From an optimization exercise on the open Yosys and OpenROAD flow, aimed at small area and a short achievable clock period; shortcuts taken in it are not production practice.
The RTL was checked by simulation tests, not by an equivalence proof against the original design.
No activity file was given, so power comes from the tool's default toggle rates.

==> flow/design.v (excerpt) <==
module cpuDatapath(clk, reset, uart, mem_rdata, mem_addr, mem_wdata, mem_we);
input clk, reset;
input [7:0] uart;
input [15:0] mem_rdata;
output [15:0] mem_addr;
output [15:0] mem_wdata;
output mem_we;
localparam RST   = 4'd0,  FIRST = 4'd1,  R1   = 4'd2,  R2   = 4'd3,
           L1    = 4'd4,  L2    = 4'd5,  J1   = 4'd6,  J2   = 4'd7,
           S1    = 4'd8,  S1I   = 4'd9,  S2   = 4'd10, WB   = 4'd11,
           JAL1  = 4'd12, JAL2  = 4'd13, JAL3 = 4'd14;
wire [3:0] state;
wire addr_r;
reg [15:0] pc, p1, p2;
reg [3:0] dreg;
reg cin, right;
wire [15:0] rd, alu, opb;
wire sub;
FSM mainFsm(.clk(clk), .reset(reset), .rdata(mem_rdata), .state(state),
	.addr_r(addr_r), .we(mem_we));
wire st_wb   = (state == WB);
wire st_jal1 = (state == JAL1);
wire pc_en   = (state == R2) | (state == S2) | (state == L2) | (state == J1) |
               st_jal1 | (state == JAL2);
wire wen     = st_wb | (state == L2) | st_jal1;
wire [3:0] rsel = (state == S1) ? uart[3:0] :
                  (state == R1) ? mem_rdata[11:8] : mem_rdata[3:0];
wire [3:0] wsel = st_jal1 ? 4'b1111 : dreg;
regfile reg_bank(.clk(clk), .reset(reset), .wen(wen), .wsel(wsel),
	.wdata(st_wb ? p2 : mem_rdata), .rsel(rsel), .rdata(rd));
aluPre alu_pre(.B(p1), .inst(mem_rdata), .OPB(opb), .SUB(sub));
_3710alu alu0(.A(p1), .OPB(p2), .CIN(cin), .RIGHT(right), .inst(mem_rdata),
	.C(alu));
always @(posedge clk)
begin
	dreg <= mem_rdata[11:8];
	right <= mem_rdata[4];
	cin <= sub;
	p1 <= rd;
	p2 <= (state == R2) ? alu : opb;
	if (pc_en)
		pc <= (state == J1) ? p1 : pc + 16'd1;
	else if (reset)
		pc <= 16'b0;
end
assign mem_addr  = addr_r ? p1 : pc;
assign mem_wdata = {8'b0, uart};
endmodule
Size in the first run: roughly 320 flip-flops, about 59 I/O pins, roughly 15000 µm² of cells after synthesis.
Settings: LEC_CHECK=0, CAP_MARGIN=20, CORE_MARGIN=2, CORE_UTILIZATION=45, PLACE_DENSITY=0.6, SLEW_MARGIN=20; clock period 10.0 ns.
standard.sh (not shown) runs the stock make flow with config.mk's settings and CLKGATE_MAP_FILE= SYNTH_SCRIPT=/design/flow/synth_recipe.tcl, a recipe that flattens the netlist after the stock synthesis.
==> flow/flow/run.sh <==
#!/bin/bash
# The standard layout (standard.sh, all steps) with three changes to how
# it is made; the design, clock, constraints and checks are untouched:
# - ABC maps the logic with an area-recovering script (abc_map.script here,
#   used through a copy of ORFS's scripts folder in which only
#   abc_speed.script is replaced);
# - the port buffers that buffer_ports inserts are buf_4 instead of the
#   library's slow default, so the uart to mem_wdata feed-through is fast;
# - the clock tree uses clkbuf_8 leaf clusters of up to 16 flip-flops and no
#   dummy loads.
set -e
rm -rf scripts_mod
cp -r "$FLOW_HOME/scripts" scripts_mod
cp flow/abc_map.script scripts_mod/abc_speed.script
export BUFFER_PORTS_ARGS="-buffer_cell sky130_fd_sc_hd__buf_4"
export CTS_ARGS="-sink_clustering_enable -repair_clock_nets -dont_use_dummy_load -buf_list sky130_fd_sc_hd__clkbuf_8 -sink_clustering_size 16 -sink_clustering_max_diameter 80"
bash standard.sh SCRIPTS_DIR="$PWD/scripts_mod" SETUP_SLACK_MARGIN=5.75 finish > standard.log 2>&1
==> flow/flow/abc_map.script <==
&get -n
&st
&dch
&nf -R 1000 -p
&put
topo
stime -c
dnsize -c
The baseline finished clean.
Edit:
--- a/flow/flow/run.sh
+++ b/flow/flow/run.sh
@@ -17 +17 @@
-bash standard.sh SCRIPTS_DIR="$PWD/scripts_mod" SETUP_SLACK_MARGIN=5.75 finish > standard.log 2>&1
+bash standard.sh SCRIPTS_DIR="$PWD/scripts_mod" SETUP_SLACK_MARGIN=5.9 finish > standard.log 2>&1
--- a/flow/config.mk
+++ b/flow/config.mk
@@ -10,2 +10,2 @@
-export CORE_UTILIZATION = 45
-export PLACE_DENSITY = 0.6
+export CORE_UTILIZATION = 65
+export PLACE_DENSITY = 0.75
The changed run passed the timing, DRC and antenna checks.
Worst setup slack improves by 39 ps.
Clock power drops by a few percent.
Total power drops slightly.
Wire length falls slightly.
Sequential power stays flat.

========
cpuDatapath again, from the RTL that the note above started with.
export LEC_CHECK = 0
export CAP_MARGIN = 20
export CORE_MARGIN = 2
export CORE_UTILIZATION = 45
export PLACE_DENSITY = 0.6
export SLEW_MARGIN = 20
create_clock -name core_clock -period 10.0 [get_ports {clk}]
==> flow/flow/run.sh <==
#!/bin/bash
# The standard layout (standard.sh, all steps) with three changes to how
# it is made; the design, clock, constraints and checks are untouched:
# - ABC maps the logic with an area-recovering script (abc_map.script here,
#   used through a copy of ORFS's scripts folder in which only
#   abc_speed.script is replaced);
# - the port buffers that buffer_ports inserts are buf_4 instead of the
#   library's slow default, so the uart to mem_wdata feed-through is fast;
# - the clock tree uses clkbuf_8 leaf clusters of up to 16 flip-flops and no
#   dummy loads.
set -e
rm -rf scripts_mod
cp -r "$FLOW_HOME/scripts" scripts_mod
cp flow/abc_map.script scripts_mod/abc_speed.script
export BUFFER_PORTS_ARGS="-buffer_cell sky130_fd_sc_hd__buf_4"
export CTS_ARGS="-sink_clustering_enable -repair_clock_nets -dont_use_dummy_load -buf_list sky130_fd_sc_hd__clkbuf_8 -sink_clustering_size 16 -sink_clustering_max_diameter 80"
bash standard.sh SCRIPTS_DIR="$PWD/scripts_mod" SETUP_SLACK_MARGIN=5.9 finish > standard.log 2>&1
Scripts as last shown in full above: flow/flow/abc_map.script
The starting point finished clean.
Change:
--- a/flow/flow/run.sh
+++ b/flow/flow/run.sh
@@ -14,3 +14,3 @@
 cp flow/abc_map.script scripts_mod/abc_speed.script
-export BUFFER_PORTS_ARGS="-buffer_cell sky130_fd_sc_hd__buf_4"
+export BUFFER_PORTS_ARGS="-buffer_cell sky130_fd_sc_hd__buf_1"
 export CTS_ARGS="-sink_clustering_enable -repair_clock_nets -dont_use_dummy_load -buf_list sky130_fd_sc_hd__clkbuf_8 -sink_clustering_size 16 -sink_clustering_max_diameter 80"
Worst setup slack is about the same.
Final cell count stays flat.
Clock-buffer cell count does not change.
Maximum frequency hardly moves.
Wire length hardly moves.
Clock power stays flat.
Global-route usage came out higher by 0.11 points.
Power barely changes.
Synthesized cell count is unchanged.
Final area falls slightly.
Sequential power is about the same.
Change:
==> flow/flow/run.sh (replaced) <==
#!/bin/bash
# Standard layout with two changes to how it is made:
# - the port buffers that buffer_ports inserts are buf_4 instead of the
#   library's slow default, so the uart to mem_wdata feed-through is fast;
# - the clock tree's leaf clusters and buffers are set below.
export BUFFER_PORTS_ARGS="-buffer_cell sky130_fd_sc_hd__buf_4"
export CTS_ARGS="-sink_clustering_enable -repair_clock_nets -dont_use_dummy_load -buf_list sky130_fd_sc_hd__clkbuf_8 -sink_clustering_size 16 -sink_clustering_max_diameter 80"
bash standard.sh > standard.log 2>&1
removed: flow/flow/abc_map.script
The changed run completed with no timing, DRC or antenna violations. Sequential share of layout area went down by 3.6 points. Design area went up by a few percent. Synthesized area went up by roughly a tenth. Worst setup slack is worse by 0.057 ns. First-iteration DRC count went up by roughly a tenth. Critical path depth stays the same.
Change:
==> flow/flow/run.sh (replaced) <==
#!/bin/bash
# The standard layout (standard.sh, all steps) with three changes to how
# it is made; the design, clock, constraints and checks are untouched:
# - ABC maps the logic with an area-recovering script (abc_map.script here,
#   used through a copy of ORFS's scripts folder in which only
#   abc_speed.script is replaced);
# - the port buffers that buffer_ports inserts are buf_4 instead of the
#   library's slow default, so the uart to mem_wdata feed-through is fast;
# - the clock tree uses clkbuf_8 leaf clusters of up to 16 flip-flops and no
#   dummy loads.
set -e
rm -rf scripts_mod
cp -r "$FLOW_HOME/scripts" scripts_mod
cp flow/abc_map.script scripts_mod/abc_speed.script
export BUFFER_PORTS_ARGS="-buffer_cell sky130_fd_sc_hd__buf_4"
export CTS_ARGS="-sink_clustering_enable -repair_clock_nets -dont_use_dummy_load -buf_list sky130_fd_sc_hd__clkbuf_8 -sink_clustering_size 16 -sink_clustering_max_diameter 80"
bash standard.sh SCRIPTS_DIR="$PWD/scripts_mod" finish > standard.log 2>&1
==> flow/flow/abc_map.script (new file) <==
&get -n
&st
&dch
&nf -R 1000 -p
&put
buffer -c
topo
stime -c
upsize -c
dnsize -c
- routed wire length decreases by 6.7%
- hold slack gets better by 0.038 ns
- clock skew climbs by 0.022 ns
- global-route usage came out higher by 0.11 points
- total power increases by 18%
Change:
==> flow/flow/run.sh (replaced) <==
#!/bin/bash
# Standard layout with two changes to how it is made:
# - the port buffers that buffer_ports inserts are buf_4 instead of the
#   library's slow default, so the uart to mem_wdata feed-through is fast;
# - the clock tree's leaf clusters and buffers are set below.
export BUFFER_PORTS_ARGS="-buffer_cell sky130_fd_sc_hd__buf_4"
export CTS_ARGS="-sink_clustering_enable -repair_clock_nets -dont_use_dummy_load -buf_list sky130_fd_sc_hd__clkbuf_16 -sink_clustering_size 30 -sink_clustering_max_diameter 120"
bash standard.sh > standard.log 2>&1
removed: flow/flow/abc_map.script
Global-route usage fell by 0.17 points. Final cell count rose by a few percent. Total power fell by about a fifth. Worst setup slack improves by 0.045 ns. Routed wire length rose by a little under a tenth.

========
cpuDatapath, a different RTL version from the one above (not shown whole).
Size: ~1,200 cells after synthesis, roughly 320 flip-flops, about 15,000 µm² of cells after synthesis.
==> flow/design.v (excerpt) <==
module cpuDatapath(clk, reset, uart, mem_rdata, mem_addr, mem_wdata, mem_we);
input clk, reset;
input [7:0] uart;
input [15:0] mem_rdata;
output [15:0] mem_addr;
output [15:0] mem_wdata;
output mem_we;
localparam RST   = 4'd0,  FIRST = 4'd1,  R1   = 4'd2,  R2   = 4'd3,
           L1    = 4'd4,  L2    = 4'd5,  J1   = 4'd6,  J2   = 4'd7,
           S1    = 4'd8,  S1I   = 4'd9,  S2   = 4'd10, WB   = 4'd11,
           JAL1  = 4'd12, JAL2  = 4'd13, JAL3 = 4'd14;
wire [3:0] state;
wire addr_r;
reg [15:0] pc, p1, p2;
reg [3:0] dreg;
reg cin, right;
wire [15:0] rd, alu, opb;
wire sub;
FSM mainFsm(.clk(clk), .reset(reset), .rdata(mem_rdata), .state(state),
	.addr_r(addr_r), .we(mem_we));
wire st_wb   = (state == WB);
wire st_jal1 = (state == JAL1);
wire pc_en   = (state == R2) | (state == S2) | (state == L2) | (state == J1) |
               st_jal1 | (state == JAL2);
wire wen     = st_wb | (state == L2) | st_jal1;
wire [3:0] rsel = (state == S1) ? uart[3:0] :
                  (state == R1) ? mem_rdata[11:8] : mem_rdata[3:0];
wire [3:0] wsel = st_jal1 ? 4'b1111 : dreg;
  ...
clock: 10.0 ns
lec_check: 0
cap_margin: 20
core_margin: 2
core_utilization: 65
place_density: 0.75
slew_margin: 20
==> flow/flow/run.sh <==
#!/bin/bash
# The standard layout (standard.sh, all steps) with three changes to how
# it is made; the design, clock, constraints and checks are untouched:
# - ABC maps the logic with an area-recovering script (abc_map.script here,
#   used through a copy of ORFS's scripts folder in which only
#   abc_speed.script is replaced);
# - the port buffers that buffer_ports inserts are buf_4 instead of the
#   library's slow default, so the uart to mem_wdata feed-through is fast;
# - the clock tree uses clkbuf_4 leaf clusters of up to 10 flip-flops and no
#   dummy loads.
set -e
rm -rf scripts_mod
cp -r "$FLOW_HOME/scripts" scripts_mod
cp flow/abc_map.script scripts_mod/abc_speed.script
export BUFFER_PORTS_ARGS="-buffer_cell sky130_fd_sc_hd__buf_1"
export CTS_ARGS="-sink_clustering_enable -repair_clock_nets -dont_use_dummy_load -buf_list sky130_fd_sc_hd__clkbuf_4 -sink_clustering_size 10 -sink_clustering_max_diameter 60"
bash standard.sh SCRIPTS_DIR="$PWD/scripts_mod" SETUP_SLACK_MARGIN=5.9 finish > standard.log 2>&1
==> flow/flow/abc_map.script <==
&get -n
&st
&dch
&nf -R 1000 -p
&put
topo
stime -c
dnsize -c
The starting point ran to the end with no violations.
Rerun with:
==> flow/flow/run.sh (replaced) <==
#!/bin/bash
set -e
rm -rf scripts_mod
cp -r "$FLOW_HOME/scripts" scripts_mod
cp flow/abc_map.script scripts_mod/abc_speed.script
export BUFFER_PORTS_ARGS="-buffer_cell sky130_fd_sc_hd__buf_1"
export PLACE_PINS_ARGS=" -group_pins {uart[0] mem_wdata[0]} -group_pins {uart[1] mem_wdata[1]} -group_pins {uart[2] mem_wdata[2]} -group_pins {uart[3] mem_wdata[3]} -group_pins {uart[4] mem_wdata[4]} -group_pins {uart[5] mem_wdata[5]} -group_pins {uart[6] mem_wdata[6]} -group_pins {uart[7] mem_wdata[7]}"
export CTS_ARGS="-sink_clustering_enable -repair_clock_nets -dont_use_dummy_load -buf_list sky130_fd_sc_hd__clkbuf_8 -sink_clustering_size 16 -sink_clustering_max_diameter 80"
bash standard.sh SCRIPTS_DIR="$PWD/scripts_mod" SETUP_SLACK_MARGIN=6.1 finish > standard.log 2>&1
Effect: The changed run passed the timing, DRC and antenna checks; routed wire length rose by 1.2%; sequential cell count is unchanged; final cell count shrinks by 0.92%; non-clock buffer count is higher by 2; design area grows by 0.69%; count of clock-buffer cells in the layout came out lower by 16.
Rerun with:
==> flow/flow/run.sh (replaced) <==
#!/bin/bash
set -e
rm -rf scripts_mod
cp -r "$FLOW_HOME/scripts" scripts_mod
cp flow/abc_map.script scripts_mod/abc_speed.script
export BUFFER_PORTS_ARGS="-buffer_cell sky130_fd_sc_hd__buf_1"
export CTS_ARGS="-sink_clustering_enable -repair_clock_nets -dont_use_dummy_load -buf_list sky130_fd_sc_hd__clkbuf_4 -sink_clustering_size 10 -sink_clustering_max_diameter 60"
bash standard.sh SCRIPTS_DIR="$PWD/scripts_mod" SETUP_SLACK_MARGIN=5.9 finish > standard.log 2>&1
- CAP_MARGIN: 20 -> 0
- SLEW_MARGIN: 20 -> 0
Effect: Power falls by 1.2%. Global-route usage falls by 0.25 points. Utilization shrinks by 0.53 points.
Rerun with:
==> flow/flow/run.sh (replaced) <==
#!/bin/bash
set -e
rm -rf scripts_mod
cp -r "$FLOW_HOME/scripts" scripts_mod
cp flow/abc_map.script scripts_mod/abc_speed.script
export BUFFER_PORTS_ARGS="-buffer_cell sky130_fd_sc_hd__buf_1"
export PLACE_PINS_ARGS=" -group_pins {uart[0] mem_wdata[0]} -group_pins {uart[1] mem_wdata[1]} -group_pins {uart[2] mem_wdata[2]} -group_pins {uart[3] mem_wdata[3]} -group_pins {uart[4] mem_wdata[4]} -group_pins {uart[5] mem_wdata[5]} -group_pins {uart[6] mem_wdata[6]} -group_pins {uart[7] mem_wdata[7]}"
export CTS_ARGS="-sink_clustering_enable -repair_clock_nets -dont_use_dummy_load -buf_list sky130_fd_sc_hd__clkbuf_8 -sink_clustering_size 16 -sink_clustering_max_diameter 80"
bash standard.sh SCRIPTS_DIR="$PWD/scripts_mod" SETUP_SLACK_MARGIN=5.9 finish > standard.log 2>&1
- CAP_MARGIN: 0 -> 20
- SLEW_MARGIN: 0 -> 20
Outcome: Combinational power is about the same; synthesized area is unchanged; design area is about the same; non-clock buffer count drops by 8; final cell count came out lower slightly; global-route usage went up by 0.54 points; clock power rose by a few percent; sequential power barely changes; setup slack improved by 0.012 ns; power barely changes.

what the ideal ports hide:
No port has a modelled driver above. Below, the same layouts with a new extraction and two added sets of constraints. Step 1, drivers: a clkbuf_16 drives clk and a buf_2 each remaining input, both assumed. Step 2, shift: input delay + t, output delay - t, t = (earliest + latest rising clock arrival at the registers) / 2. This alone moves slack from input paths to output paths. Three values: ideal, step 1, step 2; two values: the first two.
| run | t, ns | setup slack, ns | hold WS [ns] | worst setup path at the end | worst slew at a driven data input, ns |
|---|---|---|---|---|---|
| the first run of note 1 | 0.617 | 5.753 / 5.728 / 5.459 | 0.488 / 0.488 / 0.488 | input to register | 0.07 |
| the second run of note 1 | 0.589 | 5.792 / 5.740 / 5.536 | 0.486 / 0.486 / 0.486 | input to register | 0.07 |
| the first run of note 2 | 0.596 | 5.792 / 5.744 / 5.477 | 0.480 / 0.480 / 0.480 | input to register | 0.06 |
| the second run of note 2 | 0.619 | 5.790 / 5.740 / 5.374 | 0.463 / 0.463 / 0.463 | input to register | 0.06 |
| the third run of note 2 | 0.617 | 5.733 / 5.711 / 5.383 | 0.476 / 0.476 / 0.476 | input to register | 0.07 |
| the fourth run of note 2 | 0.625 | 5.689 / 5.666 / 5.496 | 0.514 / 0.514 / 0.514 | input to register | 0.07 |
| the fifth run of note 2 | 0.552 | 5.734 / 5.712 / 5.399 | 0.473 / 0.473 / 0.473 | input to register | 0.07 |
| the first run of note 3 | 0.669 | 5.781 / 5.710 / 5.340 | 0.488 / 0.488 / 0.488 | input to register | 0.10 |
| the second run of note 3 | 0.603 | 5.790 / 5.743 / 5.620 | 0.470 / 0.470 / 0.470 | input to register | 0.06 |
| the third run of note 3 | 0.672 | 5.782 / 5.711 / 5.370 | 0.476 / 0.476 / 0.476 | input to register | 0.10 |
| the fourth run of note 3 | 0.589 | 5.793 / 5.752 / 5.506 | 0.486 / 0.486 / 0.486 | input to register | 0.06 |
After both steps every run listed still meets setup and hold. For the first run of note 3, which loses most, drivers alone change the setup slack by -0.071 ns; drivers and shift together by -0.441 ns.
